This is an optimization exercise on Yosys and OpenROAD, whose aim is small area, not a production implementation. Only simulation tests tie the RTL to the original design; equivalence was not proved.

<file path="flow/design.v">
module UnitGenerator #(parameter CLK_SPEED=16_000_000)
(
  input  CLK,           
  input  rst,           
  output wire UnitClock,
  output wire UnitTick,  
  input  PIN_24,  
  input  PIN_23,
  input  PIN_22,
  input  PIN_21,
  input  PIN_19,  
  input  PIN_18,
  input  PIN_17,
  input  PIN_16,
  input  PIN_15,
  input  PIN_14
  );
  reg morse_clk;
  reg [31:0] result;
  reg [3:0] multiplier;
  reg [31:0] speed;
  reg [31:0] calculatedValue;
  reg [31:0] threshold;
  reg [31:0] clockCounter;
  function [31:0] funct (input [3:0] multiplierFlags);
    reg [31:0] out;
    begin
      case(multiplierFlags)
        4'b0001: out = 32'd1;
        4'b0010: out = 32'd10;
        4'b0100: out = 32'd1_000;  
        4'b1000: out = 32'd1_000_000;  
        default: out = 32'd0;
      endcase
      funct = out;
    end
  endfunction
  always @(*)
    begin
      multiplier = {PIN_24, PIN_23, PIN_22, PIN_21};
      result = funct(multiplier);
      speed = {26'd0, PIN_19, PIN_18, PIN_17, PIN_16, PIN_15, PIN_14};
      calculatedValue = result * speed;
      if (calculatedValue == 32'd0)
        threshold = 32'hFFFF_FFFF;
      else
        threshold = CLK_SPEED / calculatedValue;
    end
  wire hit = (clockCounter >= threshold);
  always @(posedge CLK)
    begin
      if (rst)
      begin
        morse_clk <= 1'b1;
        clockCounter <= 32'd0;
      end
      else if (hit)
      begin
        morse_clk <= ~morse_clk;
        clockCounter <= 32'd0;
      end
      else clockCounter <= clockCounter + 32'd1;
    end
  assign UnitClock = morse_clk;
  assign UnitTick = hit & ~morse_clk;
endmodule
module Sentence #(parameter CLK_SPEED=16_000_000)
  (
    input  CLK,
    input  rst,        
    input  UnitTick,   
    output wire ONOFF,
    output wire isDash
  );
  localparam [7:0] Sx = 8'd5;
  localparam [7:0] Ox = 8'd11;
  localparam [16:0] S = 17'b10101;
  localparam [16:0] O = 17'b11101110111;
  localparam CHAR = 0;
  localparam AFTER_CHAR = 1;
  localparam MAX = 3;
  reg        loading;               
  reg [3:0]  STATE;
  reg [7:0]  characterIncrementer;
  reg [31:0] bitIncrementer;
  reg        onoff;
  reg        indash;
  reg [16:0] currentCharacter;
  reg [7:0]  currentCharacterLength;
  function AreWeInADash (input [16:0] character,
                         input [31:0] bit_i);
    reg out;
    reg here, next, prev;
    begin
      here = (bit_i < 32'd17) ? character[bit_i[4:0]] : 1'b0;
      next = (bit_i < 32'd16) ? character[bit_i[4:0] + 5'd1] : 1'b0;
      prev = (bit_i >= 32'd1 && bit_i < 32'd18) ? character[bit_i[4:0] - 5'd1] : 1'b0;
      if (here && next)
        out = 1'b1;
      else if (here && prev)
        out = 1'b1;
      else
        out = 1'b0;
      AreWeInADash = out;
    end
  endfunction
  always @(*)
    begin
      case (characterIncrementer)
        8'd0: begin currentCharacter = S; currentCharacterLength = Sx; end
        8'd1: begin currentCharacter = O; currentCharacterLength = Ox; end
        8'd2: begin currentCharacter = S; currentCharacterLength = Sx; end
        default: begin currentCharacter = 17'd0; currentCharacterLength = 8'd0; end
      endcase
    end
  always @ (posedge CLK) begin
    if (rst)
    begin
      loading <= 1'b1;
      STATE <= CHAR;
      characterIncrementer <= 8'd0;
      bitIncrementer <= 32'd0;
      onoff <= 1'b0;
      indash <= 1'b0;
    end
    else if (UnitTick)
    begin
      if (loading)
        loading <= 1'b0;
      else
      begin
        case(STATE)
          CHAR:
            begin
              indash <= AreWeInADash(currentCharacter, bitIncrementer);
              if (bitIncrementer == {24'd0, currentCharacterLength})
              begin
                bitIncrementer <= 32'd0;
                characterIncrementer <= characterIncrementer + 8'd1;
                STATE <= AFTER_CHAR;
                onoff <= 1'b0;
              end
              else
              begin
                onoff <= (bitIncrementer < 32'd17) ? currentCharacter[bitIncrementer[4:0]] : 1'b0;
                bitIncrementer <= bitIncrementer + 32'd1;
              end
            end
          AFTER_CHAR:
            begin
              onoff <= 1'b0;
              if (bitIncrementer == 32'd3)
              begin
                if (characterIncrementer == MAX)
                begin
                  characterIncrementer <= 8'd0;
                  bitIncrementer <= 32'd0;
                  STATE <= CHAR;
                end
                else
                begin
                  bitIncrementer <= 32'd0;
                  STATE <= CHAR;
                end
              end
              else
              begin
                bitIncrementer <= bitIncrementer + 32'd1;
              end
            end
          default: ;
        endcase
      end
    end
  end
  assign ONOFF = onoff;
  assign isDash = indash;
endmodule
module LaserMorse_Top #(parameter CLK_SPEED=16_000_000)
  (input  CLK,           
   input  rst,           
   output PIN_12,
   output PIN_13,
   output LED,
   output USBPU,   
   input  PIN_24,  
   input  PIN_23,  
   input  PIN_22,  
   input  PIN_21,  
   input  PIN_19,  
   input  PIN_18,
   input  PIN_17,
   input  PIN_16,
   input  PIN_15,
   input  PIN_14
    );
  wire unitClock;
  wire unitTick;
  wire ledOnOff;
  wire isDash;
    UnitGenerator #(.CLK_SPEED(CLK_SPEED)) unit(.CLK(CLK),
                        .rst(rst),
                        .UnitClock(unitClock),
                        .UnitTick(unitTick),
                        .PIN_24(PIN_24),
                        .PIN_23(PIN_23),
                        .PIN_22(PIN_22),
                        .PIN_21(PIN_21),
                        .PIN_19(PIN_19),
                        .PIN_18(PIN_18),
                        .PIN_17(PIN_17),
                        .PIN_16(PIN_16),
                        .PIN_15(PIN_15),
                        .PIN_14(PIN_14)
                        );
    Sentence #(.CLK_SPEED(CLK_SPEED)) sentence(.CLK(CLK),
                      .rst(rst),
                      .UnitTick(unitTick),
                      .ONOFF(ledOnOff),
                      .isDash(isDash)
                      );
  assign LED = ledOnOff;
  assign PIN_13 = ledOnOff;
  assign PIN_12 = isDash;
  assign USBPU = 0;
endmodule
</file>
<file path="flow/run.sh">
#!/bin/bash
# synth_recipe.tcl (not shown) runs the flow's synth.tcl, then flattens the netlist and writes it again
# the make line also repeats each setting of config.mk as NAME=value (left out here)
make -C /OpenROAD-flow-scripts/flow DESIGN_CONFIG=/design/flow/config.mk WORK_HOME=/design/flow/orfs CLKGATE_MAP_FILE= SYNTH_SCRIPT=/design/flow/synth_recipe.tcl finish
</file>
<file path="flow/config.mk">
export PLATFORM = sky130hd
export DESIGN_NAME = LaserMorse_Top
export DESIGN_NICKNAME = LaserMorse_Top
export VERILOG_FILES = /design/flow/design.v
export SDC_FILE = /design/flow/constraint.sdc
export NUM_CORES = 4
export LEC_CHECK = 0
export CAP_MARGIN = 20
export CORE_MARGIN = 2
export CORE_UTILIZATION = 40
export SLEW_MARGIN = 20
</file>
<file path="flow/constraint.sdc">
create_clock -name core_clock -period 130.0 [get_ports {CLK}]
set_input_delay 26.0000 -clock core_clock [delete_from_list [all_inputs] [get_ports {CLK}]]
set_output_delay 26.0000 -clock core_clock [all_outputs]
set_load 0.01 [all_outputs]
</file>
==> impl_metrics.env <==
export IMPL_yosysSeqAreaShare=0.04183
export IMPL_cp_data_arrival_time_ps=123470
export IMPL_utilization=0.4256
export IMPL_period_needed_ps=123270
export IMPL_via_count=40036
export IMPL_cp_max_fo=37
export IMPL_rows=111
export IMPL_final_cell_area_mm2=0.03895
export IMPL_fmax_mhz=8.113
export IMPL_root_buffer="clkbuf_16"
export IMPL_place_hpwl_um=106900
export IMPL_cts_tree="built"
export IMPL_tightest_slew_ps=1243
export IMPL_rrSetupSlack_ps=124430
export IMPL_hold_path_class="reg2reg"
export IMPL_cts_path_max_buffers=2
export IMPL_yosys_warnings=2
export IMPL_io_buffers=14
export IMPL_max_cap_viol_count=0
export IMPL_startpoint_type="primary input"
export IMPL_antenna_found_initial=2
export IMPL_dpl_cell_area_mm2=0.03852
export IMPL_crit_path_top_delay_cell="clkdlybuf4s50_1"
export IMPL_final_setup_viol_count=0
export IMPL_place_congestion=1.010
export IMPL_dieArea_mm2=0.09458
export IMPL_core_area_mm2=0.09152
export IMPL_grt_overflow=0
export IMPL_numCtsBuffers=9
export IMPL_ys_ff_latch=77
export IMPL_routed_wl_um=140400
export IMPL_outcome="finished clean"
export IMPL_hold_buffers=0
export IMPL_fp_dieH_um=307.5
export IMPL_slew_violations=0
export IMPL_syn_to_final_growth_pct=5.686
export IMPL_grt_usage=0.2851
export IMPL_chipWidth_um=307.5
export IMPL_drt_initial_drc_count=3531
export IMPL_slowest_delay_ps=1000
export IMPL_period_share=0.9482
export IMPL_remaining_drc_errors=0
export IMPL_ant_nets=0
export IMPL_finalSetupTns_ps=0
export IMPL_drtPass1Iterations=7
export IMPL_critPathCaptureType="register"
export IMPL_h_tree_depth=3
export IMPL_crit_type="in2reg"
export IMPL_synth_area_mm2=0.03686
export IMPL_synth_ff_type="dfxtp_1"
export IMPL_ys_async_sr_fraction=0
export IMPL_grt_pass1_vias=36944
export IMPL_finalClockSkew_ps=7.892
export IMPL_syn_inst=5251
export IMPL_drive_gt1_frac=0.06419
export IMPL_initial_core_util=0.4027
export IMPL_critPathRequiredTime_ps=130200
export IMPL_clk_pin_slew_ps=60
export IMPL_wl_per_cell_um=22.03
export IMPL_synth_edff_count=0
export IMPL_io_pins=16
export IMPL_holdWs_ps=497.7
export IMPL_max_slew_margin=0.1500
export IMPL_grt_pass1_wl_um=214100
export IMPL_avgSynthCellArea_um2=7.019
export IMPL_ys_types=119
export IMPL_nFillCells=9519
export IMPL_detail_route_vias_per_cell=6.280
export IMPL_grt_max_degree=38
export IMPL_clk_latency_ps=330
export IMPL_cts_sinks=77
export IMPL_hold_violations=0
export IMPL_rsz0062_at_grt="false"
export IMPL_final_nets=5799
==> flip-flops by register name, indices dropped and copies added, names as in the netlist <==
| signal | count |
|---|---|
| sentence.STATE | 1 |
| sentence.bitIncrementer | 32 |
| sentence.characterIncrementer | 8 |
| sentence.indash | 1 |
| sentence.loading | 1 |
| sentence.onoff | 1 |
| unit.clockCounter | 32 |
| unit.morse_clk | 1 |
==> synth_stat cells, types with 53 or more instances <==
cell	n	area [um^2]
nor2_1	596	2237
ha_1	575	7194
nand2_1	465	1745
a21oi_1	417	2087
xnor2_1	279	2444
o21ai_0	274	1371
a21o_1	226	1697
inv_1	220	825.8
nor3_1	164	820.8
xor2_1	155	1358
nand3_1	138	690.7
clkbuf_1	113	424.2
o21a_1	111	833.3
mux2_2	103	1160
nand2b_1	83	519.3
dfxtp_1	77	1541
a31oi_1	74	462.9
nand4_1	70	437.9
or3_1	56	350.3
and2_1	54	337.8
nor2b_1	53	331.6
==> cell type report <==
| class | instances | area (um^2) | area share |
|---|---|---|---|
| Clock buffer | 11 | 232.7 | 0.005975 |
| Antenna cell | 1 | 2.502 | 0.00006424 |
| Sequential cell | 77 | 1541 | 0.03957 |
| Clock inverter | 4 | 73.82 | 0.001895 |
| Multi-Input combinational cell | 4790 | 34110 | 0.8756 |
| Inverter | 222 | 833.3 | 0.02139 |
| Timing Repair Buffer | 84 | 678.2 | 0.01741 |
| Tap cell | 1186 | 1484 | 0.03810 |
==> per-stage QoR <==
| step | setup WS [ps] | std cells |
|---|---|---|
| 3_3_place_gp | 8325 | 6353 |
| 4_1_cts | 6967 | 6368 |
| 6_report | 6734 | 6375 |
| 2_1_floorplan | 20840 | 5252 |
| 5_1_grt | 105.9 | 6374 |
| 3_5_place_dp | 7051 | 6353 |
==> layer usage <==
metal  vias to the layer above  part of all wire  GRT usage
met3                       363             0.075    0.03379
met1                     18704              0.44     0.3851
met5                         -           0.00019          0
met2                      1576              0.43     0.4572
met4                         4             0.049     0.1191
li1                      19389                 -          -
==> cells by family (layout without fill, tap and decap cells) <==
group,after synthesis,in the layout,share of synthesized area
AOI/OAI and AO/OA,1675,1675,0.3066
buffers and inverters,385,321,0.04111
and+or+nand+nor,1926,1926,0.2517
other,1,3,0.0001017
xor gates and xnor gates,434,434,0.1031
DFF,77,77,0.04183
muxes,150,150,0.04512
adders and majority gates,603,603,0.2104
==> worst paths after layout <==
| check | start | endpoint | cells after the start |
|---|---|---|---|
| setup / recovery | PIN_22 | sentence.bitIncrementer[25]$_SDFFE_PP0P_ | 360 |
| hold / removal | sentence.indash$_SDFFE_PP0P_ | sentence.indash$_SDFFE_PP0P_ | 1 |
| setup reg to reg | unit.clockCounter[0]$_SDFF_PP0_ | sentence.bitIncrementer[25]$_SDFFE_PP0P_ | 24 |
| hold reg to reg | sentence.indash$_SDFFE_PP0P_ | sentence.indash$_SDFFE_PP0P_ | 1 |
==> critical path: cells and delay by family <==
kind / cells / cell delay [ps]
adder cells (fa/ha/maj): 35 / 11490
multiplexers: 7 / 2510
AND/OR/NAND/NOR: 110 / 28860
XOR/XNOR: 3 / 450
buffers and inverters: 20 / 5580
AO/OA/AOI/OAI: 185 / 48300
==> cell usage in the layout (no fill, tap or decap), drive strengths merged, types with 155 or more instances in the layout <==
master / netlist / final
nand2: 466 / 466
nor3: 166 / 166
a21oi: 418 / 418
o21ai: 299 / 299
nor2: 597 / 597
a21o: 226 / 226
xor2: 155 / 155
ha: 575 / 575
xnor2: 279 / 279
inv: 221 / 219
==> what timing repair did <==
item / 4_1_cts / 5_1_grt
setup endpoints to repair: 0 / 77
setup buffers: 0 / 4
resized for setup: 0 / 6

what the ideal ports hide:
How much do the figures lean on ideal ports? The routed layout below was timed once more, with nothing changed but the port constraints. Step 1 (the two cells are an assumption about what drives the block):
set clk [get_ports {CLK}]
set_driving_cell -lib_cell sky130_fd_sc_hd__clkbuf_16 $clk
set_driving_cell -lib_cell sky130_fd_sc_hd__buf_2 [delete_from_list [all_inputs] $clk]
Step 2 moves the port delays by t, midway between the first and last clock arrival at a register: inputs arrive t later, outputs are due t later. That takes back most of the time a late clock gives input paths. Three values: ideal ports, drivers, drivers and shift; two values: the first two.
shift t [ns]: 0.367
setup slack, ns: 6.734 / 6.745 / 6.378
worst setup path after step 2: input to register
slew at the worst register clock pin (ns): 0.06 / 0.06
After both steps this run still meets setup and hold. For this run, drivers alone change the setup slack by +0.011 ns; drivers and shift together by -0.356 ns.
